What follows belongs to an exercise in optimizing a design on an open flow for small area, a short achievable clock period and few clock cycles; a production flow would make more cautious choices.
Function not checked in this run: the RTL went through the layout flow alone.
Power figures rest on the tool's default switching activity, not on a simulated workload.

**config.mk**
```make
export PLATFORM = sky130hd
export DESIGN_NAME = top
export DESIGN_NICKNAME = top
export VERILOG_FILES = /design/flow/design.v
export SDC_FILE = /design/flow/constraint.sdc
export NUM_CORES = 4
export LEC_CHECK = 0
export CAP_MARGIN = 20
export CORE_MARGIN = 2
export CORE_UTILIZATION = 40
export SLEW_MARGIN = 20
```
**constraint.sdc**
```tcl
create_clock -name core_clock -period 10.0 [get_ports {clk}]
set_input_delay 2.0000 -clock core_clock [delete_from_list [all_inputs] [get_ports {clk}]]
set_output_delay 2.0000 -clock core_clock [all_outputs]
set_load 0.01 [all_outputs]
```
**design.v**
```verilog
module matrix_mult (
    input         clk,
    input  [71:0] A,
    input  [71:0] B,
    input  [2:0]  row,    
    input  [2:0]  col,    
    output [7:0]  c
);
    wire [7:0] a0 = ({8{row[0]}} & A[0*8+:8]) | ({8{row[1]}} & A[3*8+:8]) | ({8{row[2]}} & A[6*8+:8]);
    wire [7:0] a1 = ({8{row[0]}} & A[1*8+:8]) | ({8{row[1]}} & A[4*8+:8]) | ({8{row[2]}} & A[7*8+:8]);
    wire [7:0] a2 = ({8{row[0]}} & A[2*8+:8]) | ({8{row[1]}} & A[5*8+:8]) | ({8{row[2]}} & A[8*8+:8]);
    wire [7:0] b0 = ({8{col[0]}} & B[0*8+:8]) | ({8{col[1]}} & B[1*8+:8]) | ({8{col[2]}} & B[2*8+:8]);
    wire [7:0] b1 = ({8{col[0]}} & B[3*8+:8]) | ({8{col[1]}} & B[4*8+:8]) | ({8{col[2]}} & B[5*8+:8]);
    wire [7:0] b2 = ({8{col[0]}} & B[6*8+:8]) | ({8{col[1]}} & B[7*8+:8]) | ({8{col[2]}} & B[8*8+:8]);
    wire s1 = (a0[0] & b0[0]) ^ (a1[0] & b1[0]) ^ (a2[0] & b2[0]);
    wire k2 = ((a0[0] & b0[0]) & (a1[0] & b1[0])) | ((a0[0] & b0[0]) & (a2[0] & b2[0])) | ((a1[0] & b1[0]) & (a2[0] & b2[0]));
    wire s3 = (a0[0] & b0[1]) ^ (a0[1] & b0[0]) ^ (a1[0] & b1[1]);
    wire k4 = ((a0[0] & b0[1]) & (a0[1] & b0[0])) | ((a0[0] & b0[1]) & (a1[0] & b1[1])) | ((a0[1] & b0[0]) & (a1[0] & b1[1]));
    wire s5 = (a1[1] & b1[0]) ^ (a2[0] & b2[1]) ^ (a2[1] & b2[0]);
    wire k6 = ((a1[1] & b1[0]) & (a2[0] & b2[1])) | ((a1[1] & b1[0]) & (a2[1] & b2[0])) | ((a2[0] & b2[1]) & (a2[1] & b2[0]));
    wire s7 = k2 ^ s3 ^ s5;
    wire k8 = (k2 & s3) | (k2 & s5) | (s3 & s5);
    wire s9 = (a0[0] & b0[2]) ^ (a0[1] & b0[1]) ^ (a0[2] & b0[0]);
    wire k10 = ((a0[0] & b0[2]) & (a0[1] & b0[1])) | ((a0[0] & b0[2]) & (a0[2] & b0[0])) | ((a0[1] & b0[1]) & (a0[2] & b0[0]));
    wire s11 = (a1[0] & b1[2]) ^ (a1[1] & b1[1]) ^ (a1[2] & b1[0]);
    wire k12 = ((a1[0] & b1[2]) & (a1[1] & b1[1])) | ((a1[0] & b1[2]) & (a1[2] & b1[0])) | ((a1[1] & b1[1]) & (a1[2] & b1[0]));
    wire s13 = (a2[0] & b2[2]) ^ (a2[1] & b2[1]) ^ (a2[2] & b2[0]);
    wire k14 = ((a2[0] & b2[2]) & (a2[1] & b2[1])) | ((a2[0] & b2[2]) & (a2[2] & b2[0])) | ((a2[1] & b2[1]) & (a2[2] & b2[0]));
    wire s15 = k4 ^ k6 ^ s9;
    wire k16 = (k4 & k6) | (k4 & s9) | (k6 & s9);
    wire s17 = (a0[0] & b0[3]) ^ (a0[1] & b0[2]) ^ (a0[2] & b0[1]);
    wire k18 = ((a0[0] & b0[3]) & (a0[1] & b0[2])) | ((a0[0] & b0[3]) & (a0[2] & b0[1])) | ((a0[1] & b0[2]) & (a0[2] & b0[1]));
    wire s19 = (a0[3] & b0[0]) ^ (a1[0] & b1[3]) ^ (a1[1] & b1[2]);
    wire k20 = ((a0[3] & b0[0]) & (a1[0] & b1[3])) | ((a0[3] & b0[0]) & (a1[1] & b1[2])) | ((a1[0] & b1[3]) & (a1[1] & b1[2]));
    wire s21 = (a1[2] & b1[1]) ^ (a1[3] & b1[0]) ^ (a2[0] & b2[3]);
    wire k22 = ((a1[2] & b1[1]) & (a1[3] & b1[0])) | ((a1[2] & b1[1]) & (a2[0] & b2[3])) | ((a1[3] & b1[0]) & (a2[0] & b2[3]));
    wire s23 = (a2[1] & b2[2]) ^ (a2[2] & b2[1]) ^ (a2[3] & b2[0]);
    wire k24 = ((a2[1] & b2[2]) & (a2[2] & b2[1])) | ((a2[1] & b2[2]) & (a2[3] & b2[0])) | ((a2[2] & b2[1]) & (a2[3] & b2[0]));
    wire s25 = k10 ^ k12 ^ k14;
    wire k26 = (k10 & k12) | (k10 & k14) | (k12 & k14);
    wire s27 = s17 ^ s19 ^ s21;
    wire k28 = (s17 & s19) | (s17 & s21) | (s19 & s21);
    wire s29 = (a0[0] & b0[4]) ^ (a0[1] & b0[3]) ^ (a0[2] & b0[2]);
    wire k30 = ((a0[0] & b0[4]) & (a0[1] & b0[3])) | ((a0[0] & b0[4]) & (a0[2] & b0[2])) | ((a0[1] & b0[3]) & (a0[2] & b0[2]));
    wire s31 = (a0[3] & b0[1]) ^ (a0[4] & b0[0]) ^ (a1[0] & b1[4]);
    wire k32 = ((a0[3] & b0[1]) & (a0[4] & b0[0])) | ((a0[3] & b0[1]) & (a1[0] & b1[4])) | ((a0[4] & b0[0]) & (a1[0] & b1[4]));
    wire s33 = (a1[1] & b1[3]) ^ (a1[2] & b1[2]) ^ (a1[3] & b1[1]);
    wire k34 = ((a1[1] & b1[3]) & (a1[2] & b1[2])) | ((a1[1] & b1[3]) & (a1[3] & b1[1])) | ((a1[2] & b1[2]) & (a1[3] & b1[1]));
    wire s35 = (a1[4] & b1[0]) ^ (a2[0] & b2[4]) ^ (a2[1] & b2[3]);
    wire k36 = ((a1[4] & b1[0]) & (a2[0] & b2[4])) | ((a1[4] & b1[0]) & (a2[1] & b2[3])) | ((a2[0] & b2[4]) & (a2[1] & b2[3]));
    wire s37 = (a2[2] & b2[2]) ^ (a2[3] & b2[1]) ^ (a2[4] & b2[0]);
    wire k38 = ((a2[2] & b2[2]) & (a2[3] & b2[1])) | ((a2[2] & b2[2]) & (a2[4] & b2[0])) | ((a2[3] & b2[1]) & (a2[4] & b2[0]));
    wire s39 = k18 ^ k20 ^ k22;
    wire k40 = (k18 & k20) | (k18 & k22) | (k20 & k22);
    wire s41 = k24 ^ s29 ^ s31;
    wire k42 = (k24 & s29) | (k24 & s31) | (s29 & s31);
    wire s43 = s33 ^ s35 ^ s37;
    wire k44 = (s33 & s35) | (s33 & s37) | (s35 & s37);
    wire s45 = (a0[0] & b0[5]) ^ (a0[1] & b0[4]) ^ (a0[2] & b0[3]);
    wire k46 = ((a0[0] & b0[5]) & (a0[1] & b0[4])) | ((a0[0] & b0[5]) & (a0[2] & b0[3])) | ((a0[1] & b0[4]) & (a0[2] & b0[3]));
    wire s47 = (a0[3] & b0[2]) ^ (a0[4] & b0[1]) ^ (a0[5] & b0[0]);
    wire k48 = ((a0[3] & b0[2]) & (a0[4] & b0[1])) | ((a0[3] & b0[2]) & (a0[5] & b0[0])) | ((a0[4] & b0[1]) & (a0[5] & b0[0]));
    wire s49 = (a1[0] & b1[5]) ^ (a1[1] & b1[4]) ^ (a1[2] & b1[3]);
    wire k50 = ((a1[0] & b1[5]) & (a1[1] & b1[4])) | ((a1[0] & b1[5]) & (a1[2] & b1[3])) | ((a1[1] & b1[4]) & (a1[2] & b1[3]));
    wire s51 = (a1[3] & b1[2]) ^ (a1[4] & b1[1]) ^ (a1[5] & b1[0]);
    wire k52 = ((a1[3] & b1[2]) & (a1[4] & b1[1])) | ((a1[3] & b1[2]) & (a1[5] & b1[0])) | ((a1[4] & b1[1]) & (a1[5] & b1[0]));
    wire s53 = (a2[0] & b2[5]) ^ (a2[1] & b2[4]) ^ (a2[2] & b2[3]);
    wire k54 = ((a2[0] & b2[5]) & (a2[1] & b2[4])) | ((a2[0] & b2[5]) & (a2[2] & b2[3])) | ((a2[1] & b2[4]) & (a2[2] & b2[3]));
    wire s55 = (a2[3] & b2[2]) ^ (a2[4] & b2[1]) ^ (a2[5] & b2[0]);
    wire k56 = ((a2[3] & b2[2]) & (a2[4] & b2[1])) | ((a2[3] & b2[2]) & (a2[5] & b2[0])) | ((a2[4] & b2[1]) & (a2[5] & b2[0]));
    wire s57 = k30 ^ k32 ^ k34;
    wire k58 = (k30 & k32) | (k30 & k34) | (k32 & k34);
    wire s59 = k36 ^ k38 ^ s45;
    wire k60 = (k36 & k38) | (k36 & s45) | (k38 & s45);
    wire s61 = s47 ^ s49 ^ s51;
    wire k62 = (s47 & s49) | (s47 & s51) | (s49 & s51);
    wire s63 = (a0[0] & b0[6]) ^ (a0[1] & b0[5]) ^ (a0[2] & b0[4]);
    wire k64 = ((a0[0] & b0[6]) & (a0[1] & b0[5])) | ((a0[0] & b0[6]) & (a0[2] & b0[4])) | ((a0[1] & b0[5]) & (a0[2] & b0[4]));
    wire s65 = (a0[3] & b0[3]) ^ (a0[4] & b0[2]) ^ (a0[5] & b0[1]);
    wire k66 = ((a0[3] & b0[3]) & (a0[4] & b0[2])) | ((a0[3] & b0[3]) & (a0[5] & b0[1])) | ((a0[4] & b0[2]) & (a0[5] & b0[1]));
    wire s67 = (a0[6] & b0[0]) ^ (a1[0] & b1[6]) ^ (a1[1] & b1[5]);
    wire k68 = ((a0[6] & b0[0]) & (a1[0] & b1[6])) | ((a0[6] & b0[0]) & (a1[1] & b1[5])) | ((a1[0] & b1[6]) & (a1[1] & b1[5]));
    wire s69 = (a1[2] & b1[4]) ^ (a1[3] & b1[3]) ^ (a1[4] & b1[2]);
    wire k70 = ((a1[2] & b1[4]) & (a1[3] & b1[3])) | ((a1[2] & b1[4]) & (a1[4] & b1[2])) | ((a1[3] & b1[3]) & (a1[4] & b1[2]));
    wire s71 = (a1[5] & b1[1]) ^ (a1[6] & b1[0]) ^ (a2[0] & b2[6]);
    wire k72 = ((a1[5] & b1[1]) & (a1[6] & b1[0])) | ((a1[5] & b1[1]) & (a2[0] & b2[6])) | ((a1[6] & b1[0]) & (a2[0] & b2[6]));
    wire s73 = (a2[1] & b2[5]) ^ (a2[2] & b2[4]) ^ (a2[3] & b2[3]);
    wire k74 = ((a2[1] & b2[5]) & (a2[2] & b2[4])) | ((a2[1] & b2[5]) & (a2[3] & b2[3])) | ((a2[2] & b2[4]) & (a2[3] & b2[3]));
    wire s75 = (a2[4] & b2[2]) ^ (a2[5] & b2[1]) ^ (a2[6] & b2[0]);
    wire k76 = ((a2[4] & b2[2]) & (a2[5] & b2[1])) | ((a2[4] & b2[2]) & (a2[6] & b2[0])) | ((a2[5] & b2[1]) & (a2[6] & b2[0]));
    wire s77 = k46 ^ k48 ^ k50;
    wire k78 = (k46 & k48) | (k46 & k50) | (k48 & k50);
    wire s79 = k52 ^ k54 ^ k56;
    wire k80 = (k52 & k54) | (k52 & k56) | (k54 & k56);
    wire s81 = s63 ^ s65 ^ s67;
    wire k82 = (s63 & s65) | (s63 & s67) | (s65 & s67);
    wire s83 = s69 ^ s71 ^ s73;
    wire k84 = (s69 & s71) | (s69 & s73) | (s71 & s73);
    wire s85 = (a0[0] & b0[7]) ^ (a0[1] & b0[6]) ^ (a0[2] & b0[5]);
    wire s86 = (a0[3] & b0[4]) ^ (a0[4] & b0[3]) ^ (a0[5] & b0[2]);
    wire s87 = (a0[6] & b0[1]) ^ (a0[7] & b0[0]) ^ (a1[0] & b1[7]);
    wire s88 = (a1[1] & b1[6]) ^ (a1[2] & b1[5]) ^ (a1[3] & b1[4]);
    wire s89 = (a1[4] & b1[3]) ^ (a1[5] & b1[2]) ^ (a1[6] & b1[1]);
    wire s90 = (a1[7] & b1[0]) ^ (a2[0] & b2[7]) ^ (a2[1] & b2[6]);
    wire s91 = (a2[2] & b2[5]) ^ (a2[3] & b2[4]) ^ (a2[4] & b2[3]);
    wire s92 = (a2[5] & b2[2]) ^ (a2[6] & b2[1]) ^ (a2[7] & b2[0]);
    wire s93 = k64 ^ k66 ^ k68;
    wire s94 = k70 ^ k72 ^ k74;
    wire s95 = k76 ^ s85 ^ s86;
    wire s96 = s87 ^ s88 ^ s89;
    wire s97 = s90 ^ s91 ^ s92;
    reg p0_0;
    reg p1_0;
    reg p2_0;
    reg p2_1;
    reg p2_2;
    reg p2_3;
    reg p3_0;
    reg p3_1;
    reg p3_2;
    reg p3_3;
    reg p4_0;
    reg p4_1;
    reg p4_2;
    reg p4_3;
    reg p4_4;
    reg p5_0;
    reg p5_1;
    reg p5_2;
    reg p5_3;
    reg p5_4;
    reg p5_5;
    reg p5_6;
    reg p5_7;
    reg p6_0;
    reg p6_1;
    reg p6_2;
    reg p6_3;
    reg p6_4;
    reg p6_5;
    reg p6_6;
    reg p6_7;
    reg p7_0;
    reg p7_1;
    reg p7_2;
    reg p7_3;
    reg p7_4;
    reg p7_5;
    reg p7_6;
    reg p7_7;
    reg p7_8;
    always @(posedge clk) begin
        p0_0 <= s1;
        p1_0 <= s7;
        p2_0 <= s11;
        p2_1 <= s13;
        p2_2 <= k8;
        p2_3 <= s15;
        p3_0 <= s23;
        p3_1 <= k16;
        p3_2 <= s25;
        p3_3 <= s27;
        p4_0 <= k26;
        p4_1 <= k28;
        p4_2 <= s39;
        p4_3 <= s41;
        p4_4 <= s43;
        p5_0 <= s53;
        p5_1 <= s55;
        p5_2 <= k40;
        p5_3 <= k42;
        p5_4 <= k44;
        p5_5 <= s57;
        p5_6 <= s59;
        p5_7 <= s61;
        p6_0 <= s75;
        p6_1 <= k58;
        p6_2 <= k60;
        p6_3 <= k62;
        p6_4 <= s77;
        p6_5 <= s79;
        p6_6 <= s81;
        p6_7 <= s83;
        p7_0 <= k78;
        p7_1 <= k80;
        p7_2 <= k82;
        p7_3 <= k84;
        p7_4 <= s93;
        p7_5 <= s94;
        p7_6 <= s95;
        p7_7 <= s96;
        p7_8 <= s97;
    end
    wire s98 = p5_0 ^ p5_1 ^ p5_2;
    wire k99 = (p5_0 & p5_1) | (p5_0 & p5_2) | (p5_1 & p5_2);
    wire s100 = p6_0 ^ p6_1 ^ p6_2;
    wire k101 = (p6_0 & p6_1) | (p6_0 & p6_2) | (p6_1 & p6_2);
    wire s102 = p6_3 ^ p6_4;
    wire k103 = p6_3 & p6_4;
    wire s104 = p7_0 ^ p7_1 ^ p7_2;
    wire s105 = p7_3 ^ p7_4 ^ p7_5;
    wire s106 = p7_6 ^ p7_7;
    wire s107 = p4_0 ^ p4_1;
    wire k108 = p4_0 & p4_1;
    wire s109 = p5_3 ^ p5_4 ^ p5_5;
    wire k110 = (p5_3 & p5_4) | (p5_3 & p5_5) | (p5_4 & p5_5);
    wire s111 = p5_6 ^ p5_7;
    wire k112 = p5_6 & p5_7;
    wire s113 = k99 ^ p6_5 ^ p6_6;
    wire k114 = (k99 & p6_5) | (k99 & p6_6) | (p6_5 & p6_6);
    wire s115 = p6_7 ^ s100 ^ s102;
    wire k116 = (p6_7 & s100) | (p6_7 & s102) | (s100 & s102);
    wire s117 = k101 ^ k103 ^ p7_8;
    wire s118 = s104 ^ s105 ^ s106;
    wire s119 = p2_0 ^ p2_1;
    wire k120 = p2_0 & p2_1;
    wire s121 = p3_0 ^ p3_1 ^ p3_2;
    wire k122 = (p3_0 & p3_1) | (p3_0 & p3_2) | (p3_1 & p3_2);
    wire s123 = p4_2 ^ p4_3 ^ p4_4;
    wire k124 = (p4_2 & p4_3) | (p4_2 & p4_4) | (p4_3 & p4_4);
    wire s125 = k108 ^ s98 ^ s109;
    wire k126 = (k108 & s98) | (k108 & s109) | (s98 & s109);
    wire s127 = k110 ^ k112 ^ s113;
    wire k128 = (k110 & k112) | (k110 & s113) | (k112 & s113);
    wire s129 = k114 ^ k116 ^ s117;
    wire s130 = p2_2 ^ p2_3;
    wire k131 = p2_2 & p2_3;
    wire s132 = k120 ^ p3_3 ^ s121;
    wire k133 = (k120 & p3_3) | (k120 & s121) | (p3_3 & s121);
    wire s134 = k122 ^ s107 ^ s123;
    wire k135 = (k122 & s107) | (k122 & s123) | (s107 & s123);
    wire s136 = k124 ^ s111 ^ s125;
    wire k137 = (k124 & s111) | (k124 & s125) | (s111 & s125);
    wire s138 = k126 ^ s115 ^ s127;
    wire k139 = (k126 & s115) | (k126 & s127) | (s115 & s127);
    wire s140 = k128 ^ s118 ^ s129;
    wire [7:0] x = {k139, k137, k135, k133, k131, s119, p1_0, p0_0};
    wire [7:0] y = {s140, s138, s136, s134, s132, s130, 1'b0, 1'b0};
    assign c = x + y;
endmodule
module top(
    input clk,              
    input rst,              
    input cyc,              
    input stb,              
    input we,               
    input [3:0] wb_sel,     
    input [31:0] adr,       
    input [31:0] dat_mosi,  
    output [31:0] dat_miso,  
    output reg ack,             
    output reg err              
);
reg [71:0] A, B;
reg [7:0] rdata;
reg [2:0] tgt_row, tgt_col;    
reg [4:0] tag;                 
reg fresh;                     
reg missed;                    
reg wv;                        
reg [4:0] wa;
reg [7:0] wd;
reg rst_q;
assign dat_miso = {24'b0, rdata};
wire req      = cyc & stb;
wire adr_hi0  = ~|adr[31:5];
wire [4:0] a5 = adr[4:0];
wire lo_ab    = a5 < 5'd18;
wire lo_c     = (a5 >= 5'd18) & (a5 < 5'd27);
wire in_ab    = adr_hi0 & lo_ab;
wire in_c     = adr_hi0 & lo_c;
wire wr       = req & we & wb_sel[0];
wire rd       = req & ~we;
wire wr_ab    = wr & in_ab;
wire rd_c     = rd & in_c;
reg [2:0] r_row, r_col;
always @(*) begin
    case (a5)
        5'd18: begin r_row = 3'b001; r_col = 3'b001; end
        5'd19: begin r_row = 3'b001; r_col = 3'b010; end
        5'd20: begin r_row = 3'b001; r_col = 3'b100; end
        5'd21: begin r_row = 3'b010; r_col = 3'b001; end
        5'd22: begin r_row = 3'b010; r_col = 3'b010; end
        5'd23: begin r_row = 3'b010; r_col = 3'b100; end
        5'd24: begin r_row = 3'b100; r_col = 3'b001; end
        5'd25: begin r_row = 3'b100; r_col = 3'b010; end
        default: begin r_row = 3'b100; r_col = 3'b100; end
    endcase
end
wire [2:0] nn_col = {r_col[0], r_col[2:1]};
wire [2:0] nn_row = r_col[0] ? r_row : {r_row[1:0], r_row[2]};
reg [4:0] tgt_adr;
always @(*) begin
    case ({tgt_row, tgt_col})
        6'b001_001: tgt_adr = 5'd18;
        6'b001_010: tgt_adr = 5'd19;
        6'b001_100: tgt_adr = 5'd20;
        6'b010_001: tgt_adr = 5'd21;
        6'b010_010: tgt_adr = 5'd22;
        6'b010_100: tgt_adr = 5'd23;
        6'b100_001: tgt_adr = 5'd24;
        6'b100_010: tgt_adr = 5'd25;
        6'b100_100: tgt_adr = 5'd26;
        default:    tgt_adr = 5'd0;
    endcase
end
wire [2:0] tag_row = (tag < 5'd21) ? 3'b001 : (tag < 5'd24) ? 3'b010 : 3'b100;
wire [2:0] tag_col = (tag == 5'd18 || tag == 5'd21 || tag == 5'd24) ? 3'b001 :
                     (tag == 5'd19 || tag == 5'd22 || tag == 5'd25) ? 3'b010 : 3'b100;
function touches;
    input [4:0] x;
    input [2:0] row, col;
    begin
        if (x < 5'd9)
            touches = (x < 5'd3) ? row[0] : (x < 5'd6) ? row[1] : row[2];
        else if (x == 5'd9 || x == 5'd12 || x == 5'd15)
            touches = col[0];
        else if (x == 5'd10 || x == 5'd13 || x == 5'd16)
            touches = col[1];
        else
            touches = col[2];
    end
endfunction
wire hit = (a5 == tag) & fresh & ~(wv & touches(wa, tag_row, tag_col));
wire [7:0] c;
matrix_mult mm_inst(.clk(clk), .A(A), .B(B), .row(tgt_row), .col(tgt_col), .c(c));
always @(posedge clk or posedge rst) begin
    if (rst) begin
        tgt_row <= 3'b000;
        tgt_col <= 3'b000;
        tag <= 5'd0;
        fresh <= 1'b0;
        missed <= 1'b0;
        wv <= 1'b0;
    end else begin
        tag <= tgt_adr;
        fresh <= ~((wv & touches(wa, tgt_row, tgt_col)) | rst_q);
        missed <= rd_c & ~hit;
        wv <= wr_ab;
        if (wr) begin
            tgt_row <= 3'b001;
            tgt_col <= (a5 == 5'd17) ? 3'b010 : 3'b001;
        end else if (rd & lo_c) begin
            tgt_row <= missed ? r_row : nn_row;
            tgt_col <= missed ? r_col : nn_col;
        end
    end
end
always @(posedge clk or posedge rst) begin
    if (rst)
        rst_q <= 1'b1;
    else
        rst_q <= 1'b0;
end
always @(posedge clk) begin
    ack <= wr_ab | (rd_c & hit);
    err <= (wr & ~in_ab) | (rd & ~in_c);
end
always @(posedge clk) begin
    wa <= a5;
    wd <= dat_mosi[7:0];
end
always @(posedge clk)
    rdata <= c;
wire [7:0] sdata = rst_q ? 8'b0 : wd;
integer e;
always @(posedge clk) begin
    for (e = 0; e < 9; e = e + 1) begin
        if (rst_q | (wv & (wa == e)))     A[e*8+:8] <= sdata;
        if (rst_q | (wv & (wa == e + 9))) B[e*8+:8] <= sdata;
    end
end
endmodule
```
**flow/run.sh**
```bash
#!/bin/bash
bash standard.sh SETUP_SLACK_MARGIN=7 \
  "BUFFER_PORTS_ARGS=-buffer_cell sky130_fd_sc_hd__buf_1" \
  "CTS_ARGS=-sink_clustering_enable -repair_clock_nets -buf_list sky130_fd_sc_hd__clkbuf_16 -sink_clustering_size 30 -sink_clustering_max_diameter 150 -dont_use_dummy_load" \
  finish > standard.log 2>&1
```
**standard.sh**
```bash
#!/bin/bash
# synth_recipe.tcl (not shown) runs the flow's synth.tcl, then flattens the netlist and writes it again
# the make line also repeats each setting of config.mk as NAME=value (left out here)
make -C /OpenROAD-flow-scripts/flow DESIGN_CONFIG=/design/flow/config.mk WORK_HOME=/design/flow/orfs CLKGATE_MAP_FILE= SYNTH_SCRIPT=/design/flow/synth_recipe.tcl "${@:-finish}"
```
==> results.sh <==
export IMPL_portBuffers=55
export IMPL_grt_max_degree=37
export IMPL_r2r_cells=12
export IMPL_clk_latency_ns=0.48
export IMPL_syn_area_mm2=0.0106
export IMPL_drive_gt1_frac=0.124
export IMPL_rows=59
export IMPL_final_cell_mix="edfxtp_1 (144), nor2_1 (79), inv_1 (63)"
export IMPL_utilization=0.450
export IMPL_overflow=0
export IMPL_synth_area_top_cells="edfxtp_1 (41%), dfxtp_1 (12%), fa_1 (11%)"
export IMPL_initial_utilization=0.407
export IMPL_worstPathMaxFanout=4
export IMPL_area_growth_pct=10.4
export IMPL_syn_avg_cell_area_um2=12.4
export IMPL_worstSetupPathType="input port to flop"
export IMPL_finalHoldViolCount=0
export IMPL_slew_limit_headroom=0.316
export IMPL_grt_usage=0.160
export IMPL_final_setup_tns_ns=0
export IMPL_die_y_um=167
export IMPL_fin_crit_ns=3.11
export IMPL_final_common_cell="edfxtp_1"
export IMPL_via_count=6522
export IMPL_fin_nets=1070
export IMPL_power_leakage_nw=4.47
export IMPL_cts_sinks=222
export IMPL_status="timing/DRC/antenna clean"
export IMPL_cp_data_arrival_time_ns=3.41
export IMPL_rsz0062_at_grt="true"
export IMPL_end_kind="flop"
export IMPL_yosysWarnings=2
export IMPL_synth_main_ff_cell="edfxtp_1"
export IMPL_synth_seq_cells=222
export IMPL_fin_skew_ns=0.0489
export IMPL_vdd_drop_max_mv=0.164
export IMPL_wl_per_cell_um=17.7
export IMPL_first_pass_iters=19
export IMPL_ant_nets=0
export IMPL_fmax_mhz=322
export IMPL_ys_seq_area_frac=0.560
export IMPL_pin_count=107
export IMPL_p_per_area_mw_per_mm2=245
export IMPL_cts_root_buf="clkbuf_16"
export IMPL_slew_viol_final=0
export IMPL_fin_crit_sh=0.311
export IMPL_hpwl_mm=15.8
export IMPL_maxCapViolations=0
export IMPL_required_ns=10.30
export IMPL_drt_iter0_markers=637
export IMPL_diodes=0
export IMPL_clkSlewWorstSetupHoldPaths_ns=0.11
export IMPL_cp_startpoint="adr[0]"
export IMPL_synth_cell_types=62
export IMPL_r2r_start="mm_inst.p5_1"
export IMPL_worst_slew_pin_slew_ns=1.03
export IMPL_place_congestion=0.782
export IMPL_grt_pass1_vias=6430
export IMPL_drc=0
export IMPL_reg2reg_to="rdata[7]"
export IMPL_dieArea_mm2=0.0279
export IMPL_synth_async_sr_flop_share=0.0676
export IMPL_routed_wl_mm=22.3
export IMPL_grt_pass1_wl_mm=35.1
export IMPL_endpoint="tgt_row[0]"
export IMPL_avgViaCountPerCell=5.18
export IMPL_synth_top_cell_area_share=0.406
export IMPL_die_width_um=167
export IMPL_hp_class="flop to flop"
export IMPL_clock_path_buffers=3
export IMPL_rrSetupSlack_ns=7.03
export IMPL_antenna_found_initial=0
export IMPL_holdBufCountCts=0
export IMPL_numCtsBuffers=11
export IMPL_core_mm2=0.0261
export IMPL_synth_edf_count=144
export IMPL_cts_tree="yes"
export IMPL_setup_viol=0
export IMPL_start_kind="input port"
export IMPL_synthCells=857
export IMPL_yosys_area_top_type="edfxtp_1"
export IMPL_htree_levels=1
synth_stat cells, drive strengths merged (2+ instances only):
cell type,instances
edfxtp,144
nor2,80
inv,67
dfxtp,63
nand2,58
fa,56
a222oi,40
xnor2,40
buf,34
clkbuf,29
or2,26
nor2b,17
a21oi,15
ha,15
xor2,15
dfrtp,14
a22oi,13
o21ai,12
and2,11
a21o,10
nand2b,8
nor4,8
o21bai,8
nor3,7
a31o,5
mux2i,5
nand3,5
a211oi,4
a31oi,4
nor3b,4
o31ai,4
nand3b,3
o211ai,3
a21bo,2
nand4,2
nor4bb,2
o2111ai,2
o21a,2
o22a,2
o32ai,2
flip-flops by register name (all words and copies together) (netlist names), 3 cells and up:
name and cells:
wa 5, A 72, rdata 8, B 72
wd 8, tag 5, tgt_row 3, tgt_col 3
how the worst min path moves through the flow:
stage	startpoint	endpoint	slack [ns]	depth (start not counted)
4_1_cts	mm_inst.p1_0	rdata[1]	0.34	0
3_3_place_gp	mm_inst.p0_0	rdata[0]	0.31	0
3_5_place_dp	mm_inst.p1_0	rdata[1]	0.32	0
5_1_grt	mm_inst.p0_0	rdata[0]	0.35	0
6_report	mm_inst.p0_0	rdata[0]	0.34	0
2_1_floorplan	mm_inst.p0_0	rdata[0]	0.31	0
power by group:
| group | leakage [nW] | total (mW) | internal [mW] | switching (mW) |
|---|---|---|---|---|
| clock | 0.136 | 0.464 | 0.199 | 0.265 |
| sequential | 2.11 | 1.22 | 1.14 | 0.0722 |
| combinational | 2.22 | 1.19 | 0.565 | 0.629 |
cells by family (layout without fill, tap and decap cells):
logic type	count (synthesis)	count (layout)	share of synthesized area
compound gates	137	137	0.102
xor+xnor	55	55	0.0459
fa+ha+maj	71	71	0.123
buf+inv	130	172	0.0563
flops	222	222	0.560
mux	6	6	0.00576
other cells	1	25	0.000352
simple gates	235	236	0.106
through the flow:
step | setup WS [ns] | hold slack [ns] | area (µm²) | std cells | power, mW
4_1_cts | 6.95 | 0.343 | 11600 | 1244 | 2.90
3_5_place_dp | 5.75 | 0.316 | 11200 | 1225 | 2.40
6_report | 6.89 | 0.340 | 11800 | 1259 | 2.88
2_1_floorplan | 6.54 | 0.310 | 10800 | 881 | 2.13
5_1_grt | 6.86 | 0.347 | 11800 | 1259 | 3.12
3_3_place_gp | 5.73 | 0.311 | 11200 | 1225 | 2.38
repair_timing:
| item | 4_1_cts | 5_1_grt |
|---|---|---|
| gates cloned | 0 | 1 |
| resized for setup | 30 | 15 |
| pin swaps | 9 | 23 |
| buffers inserted | 8 | 11 |
| endpoints found under the setup margin | 12 | 17 |
per-layer routing:
| layer | wire, µm | global-route usage |
|---|---|---|
| met5 | 0 | 0 |
| met3 | 940 | 0.0149 |
| met2 | 10800 | 0.271 |
| met1 | 10300 | 0.228 |
| met4 | 293 | 0.0299 |
final cells by class:
cell class                      instances  area (µm²)
Timing Repair Buffer                   94         538
Tap cell                              335         419
Clock buffer                           11         275
Fill cell                            2425       14400
Sequential cell                       222        5970
Multi-Input combinational cell        530        4300
Inverter                               67         262
critical path, stage by stage:
cell and delay [ns]:
buf_12 0.11, inv_6 0.06, ha_4 0.14, mux2i_4 0.06, o21ai_2 0.23, a21oi_4 0.10, buf_4 0.15, mux2i_2 0.15
a2111oi_4 0.31, o21ai_1 0.11

## port drivers added, routing unchanged
No port has a modelled driver above. Below, the same layout with a new extraction and two added sets of constraints.
Step 1 (the two cells are an assumption about what drives the block):
set clk [get_ports {clk}]
set_driving_cell -lib_cell sky130_fd_sc_hd__clkbuf_16 $clk
set_driving_cell -lib_cell sky130_fd_sc_hd__buf_2 [delete_from_list [all_inputs] $clk]
Step 2, shift: input delay + t, output delay - t, t = (earliest + latest rising clock arrival at the registers) / 2. This alone moves slack from input paths to output paths.
Slacks: no drivers / after step 1 / after step 2; pairs: no drivers / after step 1.
shift t [ns]: 0.494
setup WS [ns]: 6.892 / 6.889 / 6.394
hold slack, ns: 0.340 / 0.340 / 0.340
worst data-port slew with drivers (ns): 0.06
After both steps setup and hold are still met in this run. For this run, drivers alone change the setup slack by -0.003 ns; drivers and shift together by -0.498 ns.
